Context: an optimization exercise on an open-source flow, tuned for small area, a short achievable clock period and few clock cycles per item. The choices shown serve that exercise and are no tape-out recipe.
At most, simulation tests tie the RTL to the original design; equivalence was not proved.
Only the layout flow was run in runs 2 and 3; the RTL was not checked for function there.
Power figures rest on the tool's default switching activity, not on a simulated workload.

`design.v`:
```
module sum_stationary #(
  parameter int DATA_WIDTH = 8,    
  parameter int N = 4,             
  parameter int C_DATA_WIDTH = (2 * DATA_WIDTH) + $clog2(N),   
  parameter int COUNTER_BITS = 16  
) (
  input                             clk,             
  input                             reset,           
  input                             a_input_valid,     
  input                             b_input_valid,     
  input                             output_ready,    
  output                            input_ready,     
  output logic                      output_valid,    
  input                             output_by_row,   
  input        [COUNTER_BITS-1:0]   len_input,       
  input        [N*DATA_WIDTH-1:0]   a_data,          
  input        [N*DATA_WIDTH-1:0]   b_data,          
  output logic [N*C_DATA_WIDTH-1:0] c_data_streaming  
);
  logic [COUNTER_BITS-1:0] counter;   
  logic is_first_input;   
  logic result_valid;
  assign result_valid = counter == 0;   
  logic enable;
  logic clear;
  assign clear = reset || (result_valid && !output_valid);
  always_ff @(posedge clk) begin
    if (clear) begin
      counter <= 3 * N - 1;   
      is_first_input <= 1;
    end else if (enable && is_first_input) begin   
      counter <= 2*N-1 + len_input-1;   
      is_first_input <= 0;
    end else if (enable) begin   
      counter <= counter - 1;
    end
  end
  assign enable = ((a_input_valid && b_input_valid) || (counter <= 2 * N - 1)) && !result_valid;   
  assign input_ready = (counter > 2 * N - 1) && (a_input_valid && b_input_valid);  
  logic [N*DATA_WIDTH-1:0] north_inputs;   
  logic [N*DATA_WIDTH-1:0] west_inputs;    
  input_delay_register #(
    .DATA_WIDTH(DATA_WIDTH),
    .N(N)
  ) west_delay_register (
    .clk(clk),
    .reset(clear),
    .input_valid(input_ready),   
    .enable(enable),
    .data_i(a_data),
    .data_o(west_inputs)
  );
  input_delay_register #(
    .DATA_WIDTH(DATA_WIDTH),
    .N(N)
  ) north_delay_register(
    .clk(clk),
    .reset(clear),
    .input_valid(input_ready),
    .enable(enable),
    .data_i(b_data),
    .data_o(north_inputs)
  );
  logic [DATA_WIDTH-1:0] horizontal_interconnect[N][N+1];  
  logic [DATA_WIDTH-1:0] vertical_interconnect[N+1][N];  
  logic [N*N*C_DATA_WIDTH-1:0] c_data;  
  generate
    genvar i, j;
    for (i = 0; i < N; i++) begin : row
      assign horizontal_interconnect[i][0] = west_inputs[i*DATA_WIDTH +: DATA_WIDTH];
      for (j = 0; j < N; j++) begin : col
        if (i == 0) begin : top_edge
          assign vertical_interconnect[0][j] = north_inputs[j*DATA_WIDTH +: DATA_WIDTH];
        end
        processing_unit #(
          .DATA_WIDTH(DATA_WIDTH),
          .N(N),
          .C_DATA_WIDTH(C_DATA_WIDTH)
        ) u_processing_unit (
          .clk(clk),
          .enable(enable),
          .reset(clear),
          .west_i(horizontal_interconnect[i][j]),
          .north_i(vertical_interconnect[i][j]),
          .south_o(vertical_interconnect[i+1][j]),
          .east_o(horizontal_interconnect[i][j+1]),
          .result_o(c_data[(i*N+j)*C_DATA_WIDTH +: C_DATA_WIDTH])
        );
      end
    end
  endgenerate
  output_streaming_registers #(
    .C_DATA_WIDTH(C_DATA_WIDTH),
    .N(N)
  ) u_output_streaming_registers (
    .clk(clk),
    .reset(reset),
    .result_valid(result_valid),   
    .output_by_row(output_by_row),  
    .output_ready(output_ready),   
    .output_valid(output_valid),   
    .c_data(c_data),   
    .output_data(c_data_streaming)
  );
endmodule
module processing_unit #(
  parameter int DATA_WIDTH = 8,
  parameter int N = 4,
  parameter int C_DATA_WIDTH = (2 * DATA_WIDTH) + $clog2(N),
  parameter int PRODUCT_WIDTH = (2 * DATA_WIDTH)
) (
  input                           clk,       
  input                           enable,    
  input                           reset,     
  input        [DATA_WIDTH-1:0]   west_i,    
  input        [DATA_WIDTH-1:0]   north_i,   
  output       [DATA_WIDTH-1:0]   south_o,   
  output       [DATA_WIDTH-1:0]   east_o,    
  output logic [C_DATA_WIDTH-1:0] result_o   
);
  logic [C_DATA_WIDTH-1:0] result_calc;
  logic [C_DATA_WIDTH-1:0] result_reg;
  logic [PRODUCT_WIDTH-1:0] product_calc;
  logic [PRODUCT_WIDTH-1:0] product_reg;
  logic product_calculated;
  assign result_calc = product_reg + result_reg;
  assign product_calc = north_i * west_i;
  assign result_o = result_reg;
  logic [DATA_WIDTH-1:0] north_i_reg;
  logic [DATA_WIDTH-1:0] west_i_reg;
  assign south_o = north_i_reg;
  assign east_o = west_i_reg;
  always_ff @(posedge clk) begin
    if (reset) begin
      north_i_reg <= '0;
      west_i_reg <= '0;
      result_reg <= '0;
      product_reg <= '0;
      product_calculated <= '0;
    end else begin
      if (enable) begin
        product_reg <= product_calc;
        product_calculated <= '1;
        north_i_reg <= north_i;
        west_i_reg <= west_i;
      end else begin
        product_calculated <= '0;
      end
      if (product_calculated) begin
        result_reg <= result_calc;
      end
    end
  end
endmodule
module input_delay_register #(
  parameter int DATA_WIDTH = 8,    
  parameter int N = 4              
) (
  input                           clk,             
  input                           reset,           
  input                           input_valid,     
  input                           enable,          
  input        [N*DATA_WIDTH-1:0] data_i,          
  output logic [N*DATA_WIDTH-1:0] data_o           
);
  assign data_o[0 +: DATA_WIDTH] = input_valid ? data_i[0 +: DATA_WIDTH] : '0;
  generate
    genvar i;
    for (i = 1; i < N; i++) begin : shift_reg_gen
      logic [i*DATA_WIDTH-1:0] shift_reg_i;  
      always_ff @(posedge clk) begin
        if (reset) begin
          shift_reg_i <= '0;
        end else if (enable) begin
          for (int j = i-1; j > 0; j--) begin
            shift_reg_i[j*DATA_WIDTH +: DATA_WIDTH] <= shift_reg_i[(j-1)*DATA_WIDTH +: DATA_WIDTH];
          end
          shift_reg_i[0 +: DATA_WIDTH] <= input_valid ? data_i[i*DATA_WIDTH +: DATA_WIDTH] : '0;  
        end
      end
      assign data_o[i*DATA_WIDTH +: DATA_WIDTH] = shift_reg_i[(i-1)*DATA_WIDTH +: DATA_WIDTH];  
    end
  endgenerate
endmodule
module output_streaming_registers #(
  parameter int N = 4,  
  parameter int C_DATA_WIDTH = 18
) (
  input                               clk, 
  input                               reset,
  input                               result_valid,    
  input                               output_by_row,   
  input                               output_ready,    
  output logic                        output_valid,    
  input        [N*N*C_DATA_WIDTH-1:0] c_data,          
  output logic [N*C_DATA_WIDTH-1:0]   output_data      
);
  logic [$clog2(N+1)-1:0] counter;   
  always_ff @(posedge clk) begin
    if (reset) begin
      counter <= 0;   
    end else if (result_valid && !output_valid) begin   
      counter <= N;
    end else if (output_valid && output_ready) begin   
      counter <= counter - 1; 
    end
  end
  assign output_valid = counter != 0;   
  logic output_by_row_register;
  logic output_by_row_wire;
  assign output_by_row_wire = counter == N ? output_by_row : output_by_row_register;   
  always_ff @(posedge clk) begin
    if (reset) begin
      output_by_row_register <= 0;
    end else if (output_valid && output_ready && counter == N) begin   
      output_by_row_register <= output_by_row;
    end
  end
  logic [C_DATA_WIDTH-1:0] output_registers [N][N];  
  generate
    genvar i, j;
    for (i = 0; i < N; i++) begin : output_buffer_i
      for (j = 0; j < N; j++) begin : output_buffer_j
        always_ff @(posedge clk) begin
          if (reset) begin
            output_registers[i][j] <= 0;
          end else if (result_valid && !output_valid) begin
            output_registers[i][j] <= c_data[(i*N+j)*C_DATA_WIDTH +: C_DATA_WIDTH];
          end else if (output_valid && output_ready) begin
            output_registers[i][j] <= output_by_row_wire ? (i < N-1 ? output_registers[(i+1)%N][j] : 0) : (j < N-1 ? output_registers[i][(j+1)%N] : 0);
          end
        end
      end
    end
  endgenerate
  always_comb begin
    if (output_by_row_wire) begin
      for (int j = 0; j < N; j++) begin
        output_data[j*C_DATA_WIDTH +: C_DATA_WIDTH] = output_registers[0][j];
      end
    end else begin
      for (int i = 0; i < N; i++) begin
        output_data[i*C_DATA_WIDTH +: C_DATA_WIDTH] = output_registers[i][0];
      end
    end
  end
endmodule
```
`run.sh`:
```
#!/bin/bash
# synth_recipe.tcl (not shown) runs the flow's synth.tcl, then flattens the netlist and writes it again
# the make line also repeats each setting of config.mk as NAME=value (left out here)
make -C /OpenROAD-flow-scripts/flow DESIGN_CONFIG=/design/flow/config.mk WORK_HOME=/design/flow/orfs CLKGATE_MAP_FILE= SYNTH_SCRIPT=/design/flow/synth_recipe.tcl finish
```
`config.mk`:
```
export PLATFORM = sky130hd
export DESIGN_NAME = sum_stationary
export DESIGN_NICKNAME = sum_stationary
export VERILOG_FILES = /design/flow/design.v
export SDC_FILE = /design/flow/constraint.sdc
export NUM_CORES = 4
export LEC_CHECK = 0
export CAP_MARGIN = 20
export CORE_MARGIN = 2
export CORE_UTILIZATION = 40
export PLACE_DENSITY = 0.6
export SLEW_MARGIN = 20
```
`constraint.sdc`:
```
create_clock -name core_clock -period 6.0 [get_ports {clk}]
set_input_delay 1.2000 -clock core_clock [delete_from_list [all_inputs] [get_ports {clk}]]
set_output_delay 1.2000 -clock core_clock [all_outputs]
set_load 0.01 [all_outputs]
```
==> results of run 1 <==
==> kinds of logic after synthesis <==
group	share of synthesized area, %
and+or+nand+nor	19.2
xor gates and xnor gates	3.77
adders and majority gates	25.9
AOI/OAI and AO/OA	16.7
muxes	1.21
DFF	26.5
buffers and inverters	6.75
==> metrics by stage <==
stage | hold WS (ps) | total power, mW | cells | worst slack, ps
floorplan | 429 | 10.0 | 10600 | 29.1
global placement | 439 | 11.3 | 13100 | -399
detailed placement | 443 | 11.3 | 13100 | -347
CTS | 451 | 20.1 | 13400 | 257
global route | 466 | 20.7 | 13400 | 15.9
finish | 451 | 20.0 | 13400 | 264
==> metal layers <==
layer  vias to the layer above  GRT usage (%)  part of all wire (%)
li1                      35000              -                     -
met5                         -              0                 0.024
met2                      2357           37.4                    42
met3                       353           3.93                   7.5
met1                     36100           36.9                    47
met4                         8           7.34                   2.9
==> placed cells by master, fill, tap and decap left out, types with 24 or more instances in the layout <==
cell type	n
sky130_fd_sc_hd__buf_4	117
sky130_fd_sc_hd__xnor2_1	239
sky130_fd_sc_hd__clkbuf_16	141
sky130_fd_sc_hd__clkdlybuf4s50_1	158
sky130_fd_sc_hd__a22o_1	56
sky130_fd_sc_hd__buf_12	24
sky130_fd_sc_hd__o211ai_1	76
sky130_fd_sc_hd__ha_1	837
sky130_fd_sc_hd__and3_1	74
sky130_fd_sc_hd__a21oi_1	1073
sky130_fd_sc_hd__xor2_1	132
sky130_fd_sc_hd__inv_1	844
sky130_fd_sc_hd__o21bai_1	41
sky130_fd_sc_hd__nand2b_1	33
sky130_fd_sc_hd__nand2_1	2096
sky130_fd_sc_hd__or2_2	24
sky130_fd_sc_hd__fa_1	592
sky130_fd_sc_hd__and2_1	532
sky130_fd_sc_hd__nand3_1	168
sky130_fd_sc_hd__o31ai_1	28
sky130_fd_sc_hd__a221oi_1	117
sky130_fd_sc_hd__clkbuf_8	28
sky130_fd_sc_hd__dfxtp_1	1141
sky130_fd_sc_hd__o21a_1	111
sky130_fd_sc_hd__nor2b_1	104
sky130_fd_sc_hd__a22oi_1	125
sky130_fd_sc_hd__nor2_1	558
sky130_fd_sc_hd__o21ai_0	296
sky130_fd_sc_hd__mux2i_1	101
sky130_fd_sc_hd__o22ai_1	29
sky130_fd_sc_hd__nor3_1	85
sky130_fd_sc_hd__a21o_1	113
sky130_fd_sc_hd__clkbuf_1	32
sky130_fd_sc_hd__a211oi_1	88
==> worst max path at each step <==
| stage | from | endpoint | slack (ps) | cells past startpoint |
|---|---|---|---|---|
| 2_1_floorplan | a_input_valid | row[0].col[0].u_processing_unit.product_reg[15] | 30 | 21 |
| 3_3_place_gp | a_input_valid | row[0].col[0].u_processing_unit.product_reg[15] | -400 | 19 |
| 3_5_place_dp | b_input_valid | row[0].col[0].u_processing_unit.product_reg[13] | -350 | 20 |
| 4_1_cts | counter[7] | row[0].col[0].u_processing_unit.product_reg[13] | 260 | 22 |
| 5_1_grt | counter[7] | row[0].col[0].u_processing_unit.product_reg[11] | 20 | 22 |
| 6_report | counter[7] | row[0].col[0].u_processing_unit.product_reg[13] | 260 | 22 |
==> Yosys cell counts, drive strengths merged (25+ instances only) <==
library cell  instances  area share, %
o21a                111           0.97
clkbuf              452            2.0
ha                  837             12
xor2                132            1.3
o22ai                29           0.21
a22o                 56           0.57
nor2                565            2.5
a211oi               88           0.77
nand2b               33           0.24
and2                532            3.9
fa                  592             14
and3                 74           0.54
o31ai                28           0.24
o211ai               76           0.66
or2                  25           0.18
a22oi               125            1.1
xnor2               239            2.4
dfxtp              1142             27
a21o                114            1.0
nor3                 86           0.50
a21oi              1075            6.2
a221oi              117            1.2
nand3               168           0.97
o21ai               296            1.7
buf                 192            1.1
o21bai               41           0.36
inv                 845            3.7
nand2              2099            9.1
nor2b               105           0.76
mux2i               102            1.2
==> final cells by class <==
class	count	area (sq um)	share of cell area, %
well taps	2838	3550	3.74
repair buffers	301	2980	3.14
multi-input cells	7981	57700	60.7
clock inverters	53	684	0.721
flip-flops and latches	1142	22900	24.1
inverters	846	3180	3.35
clock buffers	201	4030	4.25
diodes	1	2.50	0.00263
==> power by group through the flow <==
| stage | Clock (mW) | Sequential (mW) | Combinational, mW |
|---|---|---|---|
| 2_1_floorplan | 0 | 8.15 | 1.88 |
| 3_3_place_gp | 0 | 8.38 | 2.89 |
| 4_1_cts | 8.99 | 8.22 | 2.92 |
| 6_report | 8.84 | 8.23 | 2.94 |
| 5_1_grt | 9.29 | 8.25 | 3.17 |
| 3_5_place_dp | 0 | 8.38 | 2.91 |
==> critical path: stages (launching register included) <==
cell	delay, ps
sky130_fd_sc_hd__dfxtp_1	310
sky130_fd_sc_hd__or4_1	590
sky130_fd_sc_hd__nor4_4	170
sky130_fd_sc_hd__buf_4	200
sky130_fd_sc_hd__a21oi_4	100
sky130_fd_sc_hd__buf_4	220
sky130_fd_sc_hd__and3_1	210
sky130_fd_sc_hd__fa_1	500
sky130_fd_sc_hd__fa_1	520
sky130_fd_sc_hd__inv_1	60
sky130_fd_sc_hd__fa_1	440
sky130_fd_sc_hd__fa_1	520
sky130_fd_sc_hd__inv_1	40
sky130_fd_sc_hd__ha_1	280
sky130_fd_sc_hd__a21oi_1	150
sky130_fd_sc_hd__nor2b_1	70
sky130_fd_sc_hd__a311o_1	340
sky130_fd_sc_hd__a21o_1	230
sky130_fd_sc_hd__a41oi_2	230
sky130_fd_sc_hd__buf_4	140
sky130_fd_sc_hd__xnor2_1	100
sky130_fd_sc_hd__nand2_1	70
sky130_fd_sc_hd__a21oi_1	160
==> out/summary.json, run 1 <==
{
  "floorplan.io_pins": {"value": 160},
  "cp_max_fo": {"value": 19},
  "rows": {"value": 170},
  "worst-slew-pin-transition": {"value": 1120, "unit": "ps"},
  "gpl.final_weighted_congestion": {"value": 0.934},
  "synthArstFlopShare": {"value": 0, "unit": "%"},
  "p_seq_share": {"value": 41.1, "unit": "%"},
  "min_period": {"value": 5740, "unit": "ps"},
  "post_route_cells_drive_above_1_share": {"value": 4.02, "unit": "%"},
  "crit_path_start_kind": {"value": "flip-flop"},
  "synth_fp_nets": {"value": 12100},
  "nFillCells": {"value": 21200},
  "worst_ir_drop_vdd": {"value": 0.000291, "unit": "V"},
  "grt_pass1_vias": {"value": 70000},
  "leak_pwr": {"value": 40.7, "unit": "nW"},
  "setup_viol": {"value": 0},
  "grt_pass1_wl": {"value": 427, "unit": "mm"},
  "numPortBuffers": {"value": 159},
  "setup.worst_path.end_class": {"value": "flip-flop"},
  "worst_clock_skew": {"value": 29.8, "unit": "ps"},
  "finalNetCount": {"value": 11900},
  "syn_area": {"value": 0.0862, "unit": "sq mm"},
  "setup.worst_path.class": {"value": "flip-flop to flip-flop"},
  "power.combinational.fraction": {"value": 14.7, "unit": "%"},
  "vias": {"value": 73800},
  "level_count_of_the_clock_h_tree": {"value": 4},
  "syn_area_per_cell": {"value": 8.13, "unit": "sq um"},
  "dieArea": {"value": 0.219, "unit": "sq mm"},
  "total_switching_power": {"value": 6.10, "unit": "mW"},
  "overall_routed_net_length": {"value": 279, "unit": "mm"},
  "hold_path_depth": {"value": 2},
  "cts_setup_buffers": {"value": 0},
  "hold_buf_cts": {"value": 0},
  "tns": {"value": 0, "unit": "ps"},
  "cts_root_buf": {"value": "sky130_fd_sc_hd__clkbuf_16"},
  "placeableCoreArea": {"value": 0.214, "unit": "sq mm"},
  "route.detailed.drc": {"value": 0},
  "via_per_inst": {"value": 5.52},
  "cts_tree": {"value": "yes"},
  "grt_antenna_before_repair": {"value": 15},
  "gr-total-overflow": {"value": 0},
  "start_util": {"value": 40.2, "unit": "%"},
  "number_of_search_and_repair_iterations_in_the_first_detailed_routing_pass": {"value": 8},
  "number_of_synthesized_flops_with_an_enable_pin": {"value": 0},
  "grt_use_total": {"value": 25.0, "unit": "%"},
  "clock_power_share": {"value": 44.2, "unit": "%"},
  "capture_instance_of_the_worst_register_to_register_path": {"value": "row[0].col[0].u_processing_unit.product_reg[13]"},
  "clock_pin_slew_reported_for_the_worst_setup_and_hold_paths_after_clock_tree_synthesis": {"value": 60, "unit": "ps"},
  "cap_violations": {"value": 0},
  "min-delay-path-class": {"value": "flip-flop to flip-flop"},
  "run_status": {"value": "finished clean"},
  "die_height": {"value": 468, "unit": "um"},
  "placed_area": {"value": 0.0902, "unit": "sq mm"},
  "post_cts_resized": {"value": 0},
  "hold_violation_count_in_the_final_report": {"value": 0},
  "wire_per_inst": {"value": 20.9, "unit": "um"},
  "max_clock_freq": {"value": 174, "unit": "MHz"},
  "power.internal": {"value": 13.9, "unit": "mW"},
  "rsz0062_at_grt": {"value": "false"},
  "cts_num_sinks": {"value": 1142},
  "synth_seq_cells": {"value": 1142},
  "seq_area_frac_synth": {"value": 26.5, "unit": "%"},
  "synth_cell_types": {"value": 72},
  "post-route-cell-area": {"value": 0.0950, "unit": "sq mm"},
  "postSynth.topFlopCell": {"value": "sky130_fd_sc_hd__dfxtp_1"},
  "max_slew_violation_count": {"value": 0},
  "drt_iter0_drc": {"value": 6427},
  "timing.max_slew.rel_slack": {"value": 24.9, "unit": "%"},
  "drtAntennaViolNets": {"value": 0},
  "timing.final.crit_share": {"value": 95.6, "unit": "%"},
  "area_delta_synth_final": {"value": 10.1, "unit": "%"},
  "power.switching_fraction": {"value": 30.5, "unit": "%"},
  "max-clock-path-buffers": {"value": 3},
  "p_per_area": {"value": 211, "unit": "mW/mm^2"},
  "hpwlAfterDp": {"value": 210, "unit": "mm"},
  "grt_start_max_net_pins": {"value": 170},
  "die_w": {"value": 468, "unit": "um"},
  "timing.rr.start": {"value": "counter[7]"},
  "yosys_warnings": {"value": 9},
  "worstRegToRegCells": {"value": 22},
  "timing.reg2reg.setup_slack": {"value": 260, "unit": "ps"},
  "clk_latency": {"value": 820, "unit": "ps"},
  "synthCells": {"value": 10600},
  "cts_inserted_buffers": {"value": 139},
  "worst_path_required_time": {"value": 6740, "unit": "ps"},
  "core_occupancy_in_the_finished_layout": {"value": 44.3, "unit": "%"},
  "timing.critical_path.arrival": {"value": 6470, "unit": "ps"}
}
Testbench counts, summed over its fixed seeds: cycles 5,747, tiles 128.
==> run 2, diff against run 1 <==
==> design.v (replaced) <==
module sum_stationary #(
  parameter int DATA_WIDTH = 8,
  parameter int N = 4,
  parameter int C_DATA_WIDTH = (2 * DATA_WIDTH) + $clog2(N),
  parameter int COUNTER_BITS = 16,
  parameter int LEN_BITS = 12      
) (
  input                             clk,
  input                             reset,
  input                             a_input_valid,
  input                             b_input_valid,
  input                             output_ready,
  output                            input_ready,
  output logic                      output_valid,
  input                             output_by_row,
  input        [COUNTER_BITS-1:0]   len_input,
  input        [N*DATA_WIDTH-1:0]   a_data,
  input        [N*DATA_WIDTH-1:0]   b_data,
  output logic [N*C_DATA_WIDTH-1:0] c_data_streaming
);
  localparam int DW = DATA_WIDTH;
  localparam int CW = C_DATA_WIDTH;
  logic               in_first;    
  logic [LEN_BITS-1:0] rem;        
  logic               rem_is1;     
  logic               v_r, f_r, l_r;    
  logic [N*DW-1:0]    a_r, b_r;
  logic               full;        
  logic [1:0]         beat;        
  logic               by_row_r;
  logic out_xfer;
  assign out_xfer = full && output_ready && !reset;
  assign input_ready = !in_first ||
                       (!(v_r && l_r) && (!full || (beat == 2'd3 && output_ready)));
  logic hs;
  assign hs = a_input_valid && b_input_valid && input_ready && !reset;
  logic len_is1;
  assign len_is1 = len_input[LEN_BITS-1:0] == 1;
  always_ff @(posedge clk) begin
    if (reset) begin
      in_first <= 1'b1;
      rem      <= '0;
      rem_is1  <= 1'b0;
      v_r      <= 1'b0;
      f_r      <= 1'b0;
      l_r      <= 1'b0;
    end else begin
      v_r <= hs;
      f_r <= hs && in_first;
      l_r <= hs && (in_first ? len_is1 : rem_is1);
      if (hs) begin
        if (in_first) begin
          rem      <= len_input[LEN_BITS-1:0] - 1'b1;
          rem_is1  <= len_input[LEN_BITS-1:0] == 2;
          in_first <= len_is1;
        end else begin
          rem      <= rem - 1'b1;
          rem_is1  <= rem == 2;
          in_first <= rem_is1;
        end
      end
    end
  end
  always_ff @(posedge clk) begin
    a_r <= hs ? a_data : '0;
    b_r <= b_data;
  end
  logic [CW-1:0] acc [N][N];
  generate
    genvar i, j;
    for (i = 0; i < N; i++) begin : row
      for (j = 0; j < N; j++) begin : col
        always_ff @(posedge clk) begin
          acc[i][j] <= (f_r ? {CW{1'b0}} : acc[i][j])
                       + a_r[i*DW +: DW] * b_r[j*DW +: DW];
        end
      end
    end
  endgenerate
  always_ff @(posedge clk) begin
    if (reset) begin
      full     <= 1'b0;
      beat     <= 2'd0;
      by_row_r <= 1'b0;
    end else begin
      if (out_xfer) beat <= beat + 1'b1;
      if (out_xfer && beat == 2'd0) by_row_r <= output_by_row;
      if (v_r && l_r) full <= 1'b1;
      else if (out_xfer && beat == 2'd3) full <= 1'b0;
    end
  end
  assign output_valid = full;
  always_comb begin
    for (int e = 0; e < N; e++) begin
      logic [CW-1:0] x_row, x_col, x_sel;
      x_row = acc[beat][e];
      x_col = acc[e][beat];
      x_sel = by_row_r ? x_row : x_col;
      if (beat == 2'd0)
        c_data_streaming[e*CW +: CW] = output_by_row ? acc[0][e] : acc[e][0];
      else
        c_data_streaming[e*CW +: CW] = x_sel;
    end
  end
endmodule
==> out/summary.json, run 2 <==
{
  "run_status": {"value": "finished clean"},
  "start_util": {"value": 40.1, "unit": "%", "change": "-0.095 points"},
  "largest_reg_flops": {"value": 288},
  "yosys_warnings": {"value": 2, "change": "-7"},
  "number_of_synthesized_flops_with_an_enable_pin": {"value": 0, "change": "unchanged"},
  "numPortBuffers": {"value": 155, "change": "-2.5%"},
  "cap_violations": {"value": 0, "change": "unchanged"},
  "main_combinational_cell_family_by_area_after_synthesis": {"value": "adder cells"},
  "place_worst_setup_slack": {"value": 685, "unit": "ps", "change": "+1030 ps"},
  "max_clock_freq": {"value": 185, "unit": "MHz", "change": "+5.9%"},
  "yosys-top-cells-count": {"value": "1361 x sky130_fd_sc_hd__inv_1, 800 x sky130_fd_sc_hd__fa_1, 685 x sky130_fd_sc_hd__and2_1"},
  "cts_num_sinks": {"value": 373, "change": "-67%"},
  "grt_antenna_before_repair": {"value": 13, "change": "-2"},
  "hold_buf_cts": {"value": 0, "change": "unchanged"},
  "max-clock-path-buffers": {"value": 3, "change": "unchanged"},
  "clock_pin_slew_reported_for_the_worst_setup_and_hold_paths_after_clock_tree_synthesis": {"value": 60, "unit": "ps", "change": "about the same"},
  "tns": {"value": 0, "unit": "ps", "change": "unchanged"},
  "cts_root_buf": {"value": "sky130_fd_sc_hd__clkbuf_16"},
  "worst_clock_skew": {"value": 22.6, "unit": "ps", "change": "-7.25 ps"},
  "cts_inserted_buffers": {"value": 56, "change": "-60%"},
  "hold_path_depth": {"value": 2, "change": "unchanged"},
  "synth.mux.area_fraction": {"value": 1.42, "unit": "%", "change": "+0.21 points"},
  "largest-register": {"value": "acc"},
  "min_period": {"value": 5420, "unit": "ps", "change": "-320 ps"},
  "power.internal": {"value": 9.57, "unit": "mW", "change": "-31%"},
  "timing.rr.start": {"value": "a_r[29]"},
  "synth_top_area_cell": {"value": "sky130_fd_sc_hd__fa_1"},
  "yosys.area_share.xor_xnor": {"value": 3.17, "unit": "%", "change": "-0.60 points"},
  "timing.critical_path.arrival": {"value": 5950, "unit": "ps", "change": "-520 ps"},
  "synth_cell_types": {"value": 79, "change": "+9.7%"},
  "max_slew_violation_count": {"value": 0, "change": "unchanged"},
  "clock_power_share": {"value": 20.5, "unit": "%", "change": "-24 points"},
  "grt_start_max_net_pins": {"value": 106, "change": "-38%"},
  "capture_instance_of_the_worst_register_to_register_path": {"value": "acc[13][15]"},
  "power.combinational.fraction": {"value": 52.0, "unit": "%", "change": "+37 points"},
  "p_seq_share": {"value": 27.5, "unit": "%", "change": "-14 points"},
  "synth.top_cells.by_area": {"value": "sky130_fd_sc_hd__fa_1 29%, sky130_fd_sc_hd__ha_1 15%, sky130_fd_sc_hd__dfxtp_1 13%"},
  "worst_ir_drop_vdd": {"value": 0.000270, "unit": "V", "change": "-7.1%"},
  "postSynth.topFlopCell": {"value": "sky130_fd_sc_hd__dfxtp_1"},
  "floorplan.io_pins": {"value": 160, "change": "unchanged"},
  "syn_area_per_cell": {"value": 8.71, "unit": "sq um", "change": "+7.2%"},
  "rsz0062_at_grt": {"value": "false"},
  "die_height": {"value": 377, "unit": "um", "change": "-19%"},
  "drt_iter0_drc": {"value": 3218, "change": "-50%"},
  "post_cts_resized": {"value": 0, "change": "unchanged"},
  "cp_max_fo": {"value": 17, "change": "-2"},
  "timing.max_slew.rel_slack": {"value": 22.0, "unit": "%", "change": "-2.9 points"},
  "postLayoutSetupSlackWorst": {"value": 584, "unit": "ps", "change": "+320 ps"},
  "crit_path_start_kind": {"value": "flip-flop"},
  "synthArstFlopShare": {"value": 0, "unit": "%", "change": "unchanged"},
  "syn_area": {"value": 0.0558, "unit": "sq mm", "change": "-35%"},
  "synthCells": {"value": 6406, "change": "-40%"},
  "setup.worst_path.class": {"value": "flip-flop to flip-flop"},
  "hold_violation_count_in_the_final_report": {"value": 0, "change": "unchanged"},
  "post_route_cells_drive_above_1_share": {"value": 4.59, "unit": "%", "change": "+0.57 points"},
  "rows": {"value": 137, "change": "-19%"},
  "route.detailed.drc": {"value": 0, "change": "unchanged"},
  "via_per_inst": {"value": 5.19, "change": "-6.0%"},
  "worstRegToRegCells": {"value": 16, "change": "-27%"},
  "timing.final.crit_share": {"value": 90.3, "unit": "%", "change": "-5.3 points"},
  "worst_path_required_time": {"value": 6540, "unit": "ps", "change": "-200 ps"},
  "timing.reg2reg.setup_slack": {"value": 580, "unit": "ps", "change": "+320 ps"},
  "p_per_area": {"value": 286, "unit": "mW/mm^2", "change": "+36%"},
  "setup.worst_path.end_class": {"value": "flip-flop"},
  "level_count_of_the_clock_h_tree": {"value": 2, "change": "-2"},
  "hpwlAfterDp": {"value": 137, "unit": "mm", "change": "-35%"},
  "clk_latency": {"value": 670, "unit": "ps", "change": "-150 ps"},
  "leak_pwr": {"value": 31.7, "unit": "nW", "change": "-22%"},
  "synth_seq_cells": {"value": 373, "change": "-67%"},
  "cts_tree": {"value": "yes"},
  "dieArea": {"value": 0.142, "unit": "sq mm", "change": "-35%"},
  "drtAntennaViolNets": {"value": 0, "change": "unchanged"},
  "total_switching_power": {"value": 8.10, "unit": "mW", "change": "+33%"},
  "worst-slew-pin-transition": {"value": 1170, "unit": "ps", "change": "+51.2 ps"},
  "overall_routed_net_length": {"value": 170, "unit": "mm", "change": "-39%"},
  "yosys.area_share.simple": {"value": 17.0, "unit": "%", "change": "-2.2 points"},
  "finalNetCount": {"value": 7977, "change": "-33%"},
  "power.switching_fraction": {"value": 45.8, "unit": "%", "change": "+15 points"},
  "number_of_search_and_repair_iterations_in_the_first_detailed_routing_pass": {"value": 8, "change": "unchanged"},
  "area_delta_synth_final": {"value": 10.6, "unit": "%"},
  "hp-start": {"value": "rem[6]"},
  "synth-adder-area-share": {"value": 43.2, "unit": "%", "change": "+17 points"},
  "seq_area_frac_synth": {"value": 13.4, "unit": "%", "change": "-13 points"},
  "die_w": {"value": 377, "unit": "um", "change": "-19%"},
  "vias": {"value": 43400, "change": "-41%"},
  "grt_pass1_wl": {"value": 264, "unit": "mm", "change": "-38%"},
  "synthDominantCellAreaShare": {"value": 28.7, "unit": "%", "change": "+2.2 points"},
  "wire_per_inst": {"value": 20.3, "unit": "um", "change": "-2.9%"},
  "most_common_cell_after_layout_fill_and_taps_aside": {"value": "sky130_fd_sc_hd__inv_1"},
  "synth_fp_nets": {"value": 7939, "change": "-35%"},
  "grt_use_total": {"value": 24.3, "unit": "%", "change": "-0.70 points"},
  "cts_setup_buffers": {"value": 0, "change": "unchanged"},
  "min_to": {"value": "rem[6]"},
  "yosys.cell_count.top_type": {"value": "sky130_fd_sc_hd__inv_1"},
  "placeableCoreArea": {"value": 0.139, "unit": "sq mm", "change": "-35%"},
  "final.hold.worst_slack": {"value": 491, "unit": "ps", "change": "+39.8 ps"},
  "min-delay-path-class": {"value": "flip-flop to flip-flop"},
  "gr-total-overflow": {"value": 0, "change": "unchanged"},
  "grt_pass1_vias": {"value": 44300, "change": "-37%"},
  "most-common-layout-cells": {"value": "1361 x sky130_fd_sc_hd__inv_1, 800 x sky130_fd_sc_hd__fa_1, 685 x sky130_fd_sc_hd__and2_1, 643 x sky130_fd_sc_hd__ha_1, 482 x sky130_fd_sc_hd__nand2_1"},
  "synth_compound_area_share": {"value": 10.5, "unit": "%", "change": "-6.2 points"},
  "gpl.final_weighted_congestion": {"value": 0.961, "change": "+3.0%"},
  "setup_viol": {"value": 0, "change": "unchanged"}
}
==> run 2: critical path, cell delays in order, from the launching register on <==
cell,delay [ps]
sky130_fd_sc_hd__dfxtp_1,810
sky130_fd_sc_hd__buf_4,420
sky130_fd_sc_hd__nand2_1,110
sky130_fd_sc_hd__fa_1,500
sky130_fd_sc_hd__inv_1,50
sky130_fd_sc_hd__fa_1,490
sky130_fd_sc_hd__inv_1,50
sky130_fd_sc_hd__fa_1,510
sky130_fd_sc_hd__fa_1,510
sky130_fd_sc_hd__inv_1,50
sky130_fd_sc_hd__ha_1,330
sky130_fd_sc_hd__o21ai_0,230
sky130_fd_sc_hd__o21bai_1,140
sky130_fd_sc_hd__o2111ai_1,490
sky130_fd_sc_hd__a21boi_0,220
sky130_fd_sc_hd__o21ai_0,220
sky130_fd_sc_hd__a31oi_1,130
==> run 2: cells by family (layout without fill, tap and decap cells) <==
kind of cell | count (synthesis) | in the layout
AOI/OAI and AO/OA | 869 | 869
xor gates and xnor gates | 202 | 202
adders and majority gates | 1447 | 1447
buffers and inverters | 1679 | 1763
DFF | 373 | 373
muxes | 77 | 77
other | 0 | 1
and+or+nand+nor | 1759 | 1759
==> run 2: through the flow <==
step / util (%) / power, mW / area [sq um] / instances
6_report: 44.4 / 17.7 / 61700 / 8367
5_1_grt: 44.4 / 19.3 / 61700 / 8366
4_1_cts: 44.4 / 17.7 / 61700 / 8366
3_5_place_dp: 43.0 / 14.0 / 59700 / 8262
3_3_place_gp: 43.0 / 13.8 / 59700 / 8262
2_1_floorplan: - / 10.7 / 55800 / 6406
==> run 2: power groups by stage <==
| stage | combinational (mW) | sequential [mW] | clock [mW] |
|---|---|---|---|
| after floorplan | 6.78 | 3.91 | 0 |
| after detailed placement | 9.15 | 4.84 | 0 |
| after global routing | 10.6 | 4.90 | 3.78 |
| final | 9.19 | 4.85 | 3.63 |
| after global placement | 8.93 | 4.85 | 0 |
| after CTS | 9.24 | 4.80 | 3.70 |
==> run 2: worst max-delay path by stage <==
stage | endpoint | from | slack [ps]
floorplan | acc[15][17] | f_r | 1060
global placement | acc[14][17] | b_r[18] | 670
detailed placement | acc[10][17] | b_r[16] | 680
CTS | acc[14][17] | b_r[19] | 610
global route | acc[11][16] | b_r[24] | 300
finish | acc[13][15] | a_r[29] | 580
==> run 2: per-layer routing <==
layer  share of wire, %  vias up  track usage [%]
met5              0.021        -                0
met4                3.3        6             7.86
met3                7.1      240             3.82
met2                 45     1314             38.7
met1                 45    21800             33.8
li1                   -    20100                -
==> run 2: area by class of cell <==
| cell class | instances | area (sq um) |
|---|---|---|
| Inverter | 1361 | 5110 |
| Multi-Input combinational cell | 4354 | 42100 |
| Tap cell | 1876 | 2350 |
| Sequential cell | 373 | 7480 |
| Clock buffer | 73 | 1580 |
| Timing Repair Buffer | 298 | 2710 |
| Antenna cell | 1 | 2.50 |
| Fill cell | 13800 | 77300 |
| Clock inverter | 31 | 384 |
==> run 3, diff against run 2 <==
--- a/config.mk
+++ b/config.mk
@@ -5,8 +5,10 @@
 export SDC_FILE = /design/flow/constraint.sdc
 export NUM_CORES = 4
 export LEC_CHECK = 0
+export ABC_CLOCK_PERIOD_IN_PS = 3000
 export CAP_MARGIN = 20
 export CORE_MARGIN = 2
 export CORE_UTILIZATION = 40
 export PLACE_DENSITY = 0.6
+export SETUP_SLACK_MARGIN = 2.6
 export SLEW_MARGIN = 20
==> out/summary.json, run 3 <==
{
  "most_common_cell_after_layout_fill_and_taps_aside": {"value": "sky130_fd_sc_hd__inv_1"},
  "route.detailed.drc": {"value": 0, "change": "unchanged"},
  "via_per_inst": {"value": 5.39, "change": "+3.8%"},
  "synth_compound_area_share": {"value": 10.5, "unit": "%", "change": "unchanged"},
  "synth.mux.area_fraction": {"value": 1.42, "unit": "%", "change": "unchanged"},
  "yosys.area_share.simple": {"value": 17.0, "unit": "%", "change": "unchanged"},
  "worst_clock_skew": {"value": 30.2, "unit": "ps", "change": "+7.62 ps"},
  "seq_area": {"value": 0.00765, "unit": "sq mm", "change": "+2.3%"},
  "worst_ir_drop_vdd": {"value": 0.000265, "unit": "V", "change": "-2.1%"},
  "gpl.final_weighted_congestion": {"value": 0.914, "change": "-4.9%"},
  "timing.rr.start": {"value": "f_r"},
  "grt_pass1_vias": {"value": 48300, "change": "+9.1%"},
  "seq_area_frac_synth": {"value": 13.4, "unit": "%", "change": "unchanged"},
  "p_per_area": {"value": 283, "unit": "mW/mm^2", "change": "-1.1%"},
  "rows": {"value": 137, "change": "unchanged"},
  "cts_inserted_buffers": {"value": 53, "change": "-5.4%"},
  "placeableCoreArea": {"value": 0.139, "unit": "sq mm", "change": "unchanged"},
  "nFillCells": {"value": 12100, "change": "-12%"},
  "cp_max_fo": {"value": 14, "change": "-3"},
  "dieArea": {"value": 0.142, "unit": "sq mm", "change": "unchanged"},
  "setup.worst_path.end_class": {"value": "flip-flop"},
  "synth_cell_types": {"value": 79, "change": "unchanged"},
  "synth.top_cells.by_area": {"value": "sky130_fd_sc_hd__fa_1 29%, sky130_fd_sc_hd__ha_1 15%, sky130_fd_sc_hd__dfxtp_1 13%"},
  "hold_path_depth": {"value": 2, "change": "unchanged"},
  "place.detailed.instances": {"value": 8253, "change": "-0.11%"},
  "die_w": {"value": 377, "unit": "um", "change": "unchanged"},
  "grt_util_met1": {"value": 36.6, "unit": "%", "change": "+2.9 points"},
  "yosys.area_share.xor_xnor": {"value": 3.17, "unit": "%", "change": "unchanged"},
  "postSynth.topFlopCell": {"value": "sky130_fd_sc_hd__dfxtp_1"},
  "worstRegToRegCells": {"value": 19, "change": "+3"},
  "synth-adder-area-share": {"value": 43.2, "unit": "%", "change": "unchanged"},
  "met3_usage": {"value": 5.25, "unit": "%", "change": "+1.4 points"},
  "gr-max-usage-layer": {"value": "met2"},
  "largest-register": {"value": "acc"},
  "setup_viol": {"value": 0, "change": "unchanged"},
  "worst_path_required_time": {"value": 6620, "unit": "ps", "change": "+80 ps"},
  "level_count_of_the_clock_h_tree": {"value": 2, "change": "unchanged"},
  "clock_pin_slew_reported_for_the_worst_setup_and_hold_paths_after_clock_tree_synthesis": {"value": 70, "unit": "ps", "change": "about the same"},
  "timing.max_slew.rel_slack": {"value": 40.8, "unit": "%", "change": "+19 points"},
  "leak_pwr": {"value": 35.8, "unit": "nW", "change": "+13%"},
  "yosys-top-cells-count": {"value": "1361 x sky130_fd_sc_hd__inv_1, 800 x sky130_fd_sc_hd__fa_1, 685 x sky130_fd_sc_hd__and2_1"},
  "timing.critical_path.arrival": {"value": 5330, "unit": "ps", "change": "-620 ps"},
  "number_of_search_and_repair_iterations_in_the_first_detailed_routing_pass": {"value": 8, "change": "unchanged"},
  "grt_use_total": {"value": 27.5, "unit": "%", "change": "+3.1 points"},
  "hold_buf_cts": {"value": 0, "change": "unchanged"},
  "vias": {"value": 47600, "change": "+9.6%"},
  "min_to": {"value": "rem_is1"},
  "largest_reg_flops": {"value": 288, "change": "unchanged"},
  "max-clock-path-buffers": {"value": 3, "change": "unchanged"},
  "timing.reg2reg.setup_slack": {"value": 1300, "unit": "ps", "change": "+710 ps"},
  "multi_input_comb_area": {"value": 0.0483, "unit": "sq mm", "change": "+15%"},
  "min_period": {"value": 4700, "unit": "ps", "change": "-711 ps"},
  "gr-usage-met2": {"value": 42.9, "unit": "%", "change": "+4.2 points"},
  "yosys.cell_count.top_type": {"value": "sky130_fd_sc_hd__inv_1"},
  "synthDominantCellAreaShare": {"value": 28.7, "unit": "%", "change": "unchanged"},
  "hold_violation_count_in_the_final_report": {"value": 0, "change": "unchanged"},
  "numPortBuffers": {"value": 155, "change": "unchanged"},
  "synth_seq_cells": {"value": 373, "change": "unchanged"},
  "grt_pass1_wl": {"value": 294, "unit": "mm", "change": "+12%"},
  "cts_tree": {"value": "yes"},
  "clk_latency": {"value": 700, "unit": "ps", "change": "+30 ps"},
  "drtAntennaViolNets": {"value": 0, "change": "unchanged"},
  "crit_path_start": {"value": "f_r"},
  "yosys_warnings": {"value": 2, "change": "unchanged"},
  "tns": {"value": 0, "unit": "ps", "change": "unchanged"},
  "cap_violations": {"value": 0, "change": "unchanged"},
  "post_route_cells_drive_above_1_share": {"value": 26.1, "unit": "%", "change": "+22 points"},
  "wire_per_inst": {"value": 23.1, "unit": "um", "change": "+14%"},
  "capture_instance_of_the_worst_register_to_register_path": {"value": "acc[9][13]"},
  "synth_top_area_cell": {"value": "sky130_fd_sc_hd__fa_1"},
  "grt_start_max_net_pins": {"value": 51, "change": "-52%"},
  "syn_area_per_cell": {"value": 8.71, "unit": "sq um", "change": "unchanged"},
  "cts_num_sinks": {"value": 373, "change": "unchanged"},
  "gr-total-overflow": {"value": 0, "change": "unchanged"},
  "hp-start": {"value": "rem_is1"},
  "synth_fp_nets": {"value": 7939, "change": "unchanged"},
  "timing.final.crit_share": {"value": 78.4, "unit": "%", "change": "-12 points"},
  "main_combinational_cell_family_by_area_after_synthesis": {"value": "adder cells"},
  "min-delay-path-class": {"value": "flip-flop to flip-flop"},
  "hpwlAfterDp": {"value": 137, "unit": "mm", "change": "about the same"},
  "drt_iter0_drc": {"value": 3794, "change": "+18%"},
  "crit_path_start_kind": {"value": "flip-flop"},
  "cts_root_buf": {"value": "sky130_fd_sc_hd__clkbuf_16"},
  "syn_area": {"value": 0.0558, "unit": "sq mm", "change": "unchanged"},
  "number_of_synthesized_flops_with_an_enable_pin": {"value": 0, "change": "unchanged"},
  "worst-slew-pin-transition": {"value": 885, "unit": "ps", "change": "-284 ps"},
  "synthArstFlopShare": {"value": 0, "unit": "%", "change": "unchanged"},
  "finalNetCount": {"value": 8447, "change": "+5.9%"},
  "floorplan.io_pins": {"value": 160, "change": "unchanged"},
  "fin_cells": {"value": 8836, "change": "+5.6%"},
  "max_slew_violation_count": {"value": 0, "change": "unchanged"},
  "run_status": {"value": "finished clean"},
  "die_height": {"value": 377, "unit": "um", "change": "unchanged"},
  "start_util": {"value": 40.1, "unit": "%", "change": "unchanged"},
  "grt_antenna_before_repair": {"value": 17, "change": "+4"},
  "overall_routed_net_length": {"value": 204, "unit": "mm", "change": "+20%"},
  "setup.worst_path.class": {"value": "flip-flop to flip-flop"},
  "synthCells": {"value": 6406, "change": "unchanged"},
  "area_delta_synth_final": {"value": 32.7, "unit": "%"},
  "most-common-layout-cells": {"value": "1233 x sky130_fd_sc_hd__inv_1, 765 x sky130_fd_sc_hd__fa_1, 674 x sky130_fd_sc_hd__and2_1, 524 x sky130_fd_sc_hd__ha_1, 467 x sky130_fd_sc_hd__nand2_1"},
  "max_clock_freq": {"value": 213, "unit": "MHz", "change": "+15%"},
  "rsz0062_at_grt": {"value": "true"}
}
-- run 3: cell counts after synthesis --
Identical to the previous run, type by type.
-- run 3: where the power goes --
group	switching, mW	internal, mW	leakage (nW)
registers	1.75	3.42	3.14
clock network	1.47	2.22	0.972
logic	6.51	5.60	31.7
-- run 3: final cells by class --
| type | count | share of cell area [%] |
|---|---|---|
| antenna | 1 | 0.00338 |
| clock buffer | 68 | 2.00 |
| clock inverter | 32 | 0.632 |
| inverter | 1361 | 6.91 |
| multi-input combinational | 4354 | 65.3 |
| sequential | 373 | 10.3 |
| tap | 1876 | 3.17 |
| timing repair buffer | 771 | 11.7 |
-- run 3: metal layers --
layer / vias to the layer above / routed length, um
met5: - / 54
met4: 8 / 13500
met3: 586 / 20300
met2: 2002 / 88600
met1: 24000 / 81200
li1: 21000 / -
-- run 3: worst max-delay path by stage --
stage | end | slack (ps)
after floorplan | acc[15][17] | 1460
after global placement | acc[8][17] | 780
after detailed placement | acc[8][17] | 790
after CTS | acc[15][17] | 1360
after global routing | acc[14][9] | 1200
final | acc[9][13] | 1300
-- run 3: repair_timing --
| item | 4_1_cts | 5_1_grt |
|---|---|---|
| setup buffers | 281 | 163 |
| resized for setup | 1288 | 508 |
| pin swaps | 429 | 472 |
| gates cloned | 25 | 12 |
| endpoints found under the setup margin | 339 | 297 |
-- run 3: cell families (layout without fill, tap and decap cells) --
| logic type | after synthesis | count (layout) |
|---|---|---|
| and+or+nand+nor | 1759 | 1759 |
| other | 0 | 1 |
| DFF | 373 | 373 |
| muxes | 77 | 77 |
| adders and majority gates | 1447 | 1447 |
| xor gates and xnor gates | 202 | 202 |
| buffers and inverters | 1679 | 2232 |
| AOI/OAI and AO/OA | 869 | 869 |
-- run 3: metrics by stage --
step	util [%]	hold slack, ps	instance area, sq um	power (mW)	worst slack [ps]
2_1_floorplan	-	457	57000	11.2	1460
3_3_place_gp	43.6	480	60700	14.2	782
3_5_place_dp	43.6	490	60700	14.4	786
4_1_cts	50.4	498	70100	19.6	1360
5_1_grt	53.2	530	74000	22.5	1200
6_report	53.2	501	74000	21.0	1300
-- run 3: worst max-delay path: stages, from the launching register on --
cell	delay [ps]
sky130_fd_sc_hd__dfxtp_4	360
sky130_fd_sc_hd__buf_12	170
sky130_fd_sc_hd__buf_12	170
sky130_fd_sc_hd__buf_6	150
sky130_fd_sc_hd__nand2b_4	150
sky130_fd_sc_hd__fa_1	530
sky130_fd_sc_hd__inv_1	50
sky130_fd_sc_hd__fa_1	460
sky130_fd_sc_hd__fa_1	520
sky130_fd_sc_hd__inv_1	60
sky130_fd_sc_hd__fa_1	490
sky130_fd_sc_hd__inv_1	70
sky130_fd_sc_hd__ha_4	300
sky130_fd_sc_hd__o21a_1	140
sky130_fd_sc_hd__o31a_1	240
sky130_fd_sc_hd__or2_1	180
sky130_fd_sc_hd__buf_4	120
sky130_fd_sc_hd__nand3_2	110
sky130_fd_sc_hd__nand3b_1	170
sky130_fd_sc_hd__xor2_1	180

## static timing again, ports no longer ideal
The flow's constraints put no driver on any port. The routed layouts listed below were extracted and timed again, unchanged, in two steps.
Step 1 sets driving cells, clkbuf_16 on the clock port and buf_2 on the other inputs (assumed; they add their load-dependent delay and slew).
Step 2 adds t to the input delays and takes it off the output delays; t is the mean of the earliest and latest rising clock arrival at the registers after step 1. Input paths then give back, and output paths get back, about the clock's delay inside the block.
a / b / c = ideal ports / drivers / drivers and shift; a / b = the first two.
| run | t, ns | setup WS [ns] | latest minus earliest clock arrival (ns) | worst data-port slew with drivers (ns) |
|---|---|---|---|---|
| run 1 | 0.891 | 0.264 / 0.264 / -0.364 | 0.031 / 0.031 | 0.07 |
| run 2 | 0.741 | 0.584 / 0.584 / 0.584 | 0.025 / 0.024 | 0.07 |
| run 3 | 0.759 | 1.295 / 1.295 / 1.295 | 0.030 / 0.030 | 0.06 |
With both steps, setup timing fails in run 1, where it was met with ideal ports. The setup slack of run 1, which loses most, moves by 0.000 ns with the drivers and by -0.628 ns with both steps.
